Background: an optimization exercise with open tools, aiming at small area. Do not read the settings as production practice.
Function was checked by simulation only, so behaviour that the tests miss may differ from the original.
Power and IR drop assume default switching activity.

Design Scheduler, start of the top module:
module Scheduler
#(
	parameter RWIDTH = 15,
	parameter DATAWIDTH = 64,
	parameter ADDRESSWIDTH = 32,
	parameter BuffLength = 8,
	parameter BuffBits = $clog2(BuffLength),
	parameter Threshold = 16'h1000
)
(
	input logic [DATAWIDTH-1:0] DataIn,
	input logic [ADDRESSWIDTH-1:0] AddrIn,
	input logic rw_in,reset,clock,
	input logic done,valid,buff,
	input logic [BuffBits-1:0] tagfsm,
	output logic [DATAWIDTH-1:0] DataOut,
	output logic [ADDRESSWIDTH-1:0] AddrOut,
	output logic rw_out, full,refresh,ap,
	output logic start,
	output logic [BuffBits -1:0]tagread, tag,
	output logic PageMiss, PageEmpty,
	output logic [1:0] PageHit
);
Settings: LEC_CHECK=0, CAP_MARGIN=20, CORE_MARGIN=2, CORE_UTILIZATION=70, PLACE_DENSITY=0.8, SLEW_MARGIN=20; clock period 12.0 ns.
standard.sh (not shown) runs the stock make flow with config.mk's settings and CLKGATE_MAP_FILE= SYNTH_SCRIPT=/design/flow/synth_recipe.tcl, a recipe that flattens the netlist after the stock synthesis.
==> flow/flow/run.sh <==
#!/bin/bash
# Standard ORFS layout, with two changes: port buffers use the smallest
# buffer cell, and clock tree synthesis inserts no dummy loads.
set -euo pipefail
bash standard.sh \
  "BUFFER_PORTS_ARGS=-buffer_cell sky130_fd_sc_hd__buf_1" \
  "CTS_ARGS=-sink_clustering_enable -repair_clock_nets -dont_use_dummy_load" \
  finish > flow_make.log 2>&1
The starting point passed the timing, DRC and antenna checks.
Rerun with:
==> flow/run.sh (new file) <==
#!/bin/bash
# synth_recipe.tcl (not shown) runs the flow's synth.tcl, then flattens the netlist and writes it again
# the make line also repeats each setting of config.mk as NAME=value (left out here)
make -C /OpenROAD-flow-scripts/flow DESIGN_CONFIG=/design/flow/config.mk WORK_HOME=/design/flow/orfs CLKGATE_MAP_FILE= SYNTH_SCRIPT=/design/flow/synth_recipe.tcl finish
- CTS_CLUSTER_DIAMETER: unset -> 100
- CTS_CLUSTER_SIZE: unset -> 25
removed: flow/flow/run.sh
removed: flow/standard.sh
After rerunning: Synthesized cell count stays the same; routed wire length came out lower by a few percent; worst setup slack loses 0.094 ns; power fell by a little under a tenth.

* * *

Scheduler, a different RTL version from the one above (not shown whole).
Size: roughly 3000 cells after synthesis, roughly 1300 flip-flops, ~220 I/O pins, roughly 47000 um2 of cells after synthesis.
## Scheduler
module Scheduler
#(
	parameter RWIDTH = 15,
	parameter DATAWIDTH = 64,
	parameter ADDRESSWIDTH = 32,
	parameter BuffLength = 8,
	parameter BuffBits = $clog2(BuffLength)
)
(
	input logic [DATAWIDTH-1:0] DataIn,
	input logic [ADDRESSWIDTH-1:0] AddrIn,
	input logic rw_in,reset,clock,
	input logic done,valid,buff,
	input logic [BuffBits-1:0] tagfsm,
	output logic [DATAWIDTH-1:0] DataOut,
	output logic [ADDRESSWIDTH-1:0] AddrOut,
	output logic rw_out, full,refresh,ap,
	output logic start,
	output logic [BuffBits -1:0]tagread, tag,
	output logic PageMiss, PageEmpty,
	output logic [1:0] PageHit
);
export LEC_CHECK = 0
export CAP_MARGIN = 20
export CORE_MARGIN = 2
export CORE_UTILIZATION = 80
export PLACE_DENSITY = 0.88
export SLEW_MARGIN = 20
create_clock -name core_clock -period 12.0 [get_ports {clock}]
==> flow/flow/run.sh <==
#!/bin/bash
# The standard ORFS layout (standard synthesis unchanged), with two
# changes that only cut buffer area:
#  - each port gets its buffer from the smallest buffer cell (buf_1);
#  - clock tree synthesis uses larger sink clusters and no dummy loads;
#  - after global routing, gates off the critical paths are downsized
#    (ORFS's own power-recovery step, RECOVER_POWER).
# make's full output goes to flow_make.log; ORFS keeps each step's log
# under orfs/logs/.
set -euo pipefail
bash standard.sh \
  "BUFFER_PORTS_ARGS=-buffer_cell sky130_fd_sc_hd__buf_1" \
  "CTS_ARGS=-sink_clustering_enable -repair_clock_nets -dont_use_dummy_load -sink_clustering_size 25 -sink_clustering_max_diameter 60" \
  RECOVER_POWER=100 \
  finish > flow_make.log 2>&1
The baseline completed, yet does not pass: max-capacitance violations, max-slew violations.
==> next run, changes <==
==> flow/flow/run.sh (replaced) <==
#!/bin/bash
# The standard ORFS layout (standard synthesis unchanged), with two
# changes that only cut buffer area:
#  - each port gets its buffer from the smallest buffer cell (buf_1);
#  - clock tree synthesis uses larger sink clusters and no dummy loads.
# make's full output goes to flow_make.log; ORFS keeps each step's log
# under orfs/logs/.
set -euo pipefail
bash standard.sh \
  "BUFFER_PORTS_ARGS=-buffer_cell sky130_fd_sc_hd__buf_1" \
  "CTS_ARGS=-sink_clustering_enable -repair_clock_nets -dont_use_dummy_load -sink_clustering_size 25 -sink_clustering_max_diameter 60" \
  finish > flow_make.log 2>&1
- CORE_UTILIZATION: 80 -> 70
- PLACE_DENSITY: 0.88 -> 0.8
What happened:
- This time the run completed without violations
- routed wire length drops by 9.6%
- total power hardly moves
- cell count goes up by about 3%
- combinational power fell by about 4%

what the ideal ports hide:
In the flow no input, the clock included, has a driving cell. The finished layouts below were timed again as built, in two steps. Step 1 sets driving cells, clkbuf_16 on the clock port and buf_2 on the other inputs (assumed; they add their load-dependent delay and slew). Step 2 also shifts input and output timing later by t, the mid clock arrival at the registers, as if the neighbouring blocks saw the same clock. Three values: ideal ports, drivers, drivers and shift; two values: the first two.
run	t, ns	setup slack, ns	hold slack, ns	latest minus earliest clock arrival (ns)	slew at the worst register clock pin (ns)
the first run of note 1	0.717	5.872 / 5.908 / 5.191	0.329 / 0.329 / 0.329	0.108 / 0.108	0.07 / 0.07
the second run of note 1	0.736	5.778 / 5.821 / 5.085	0.388 / 0.388 / 0.388	0.029 / 0.030	0.11 / 0.11
the first run of note 2	0.708	3.022 / 3.022 / 2.446	0.383 / 0.383 / 0.383	0.063 / 0.064	0.10 / 0.10
the second run of note 2	0.667	5.933 / 5.957 / 5.290	0.365 / 0.365 / 0.365	0.072 / 0.072	0.10 / 0.10
The setup slack of the second run of note 1, which loses most, moves by +0.043 ns with the drivers and by -0.693 ns with both steps.
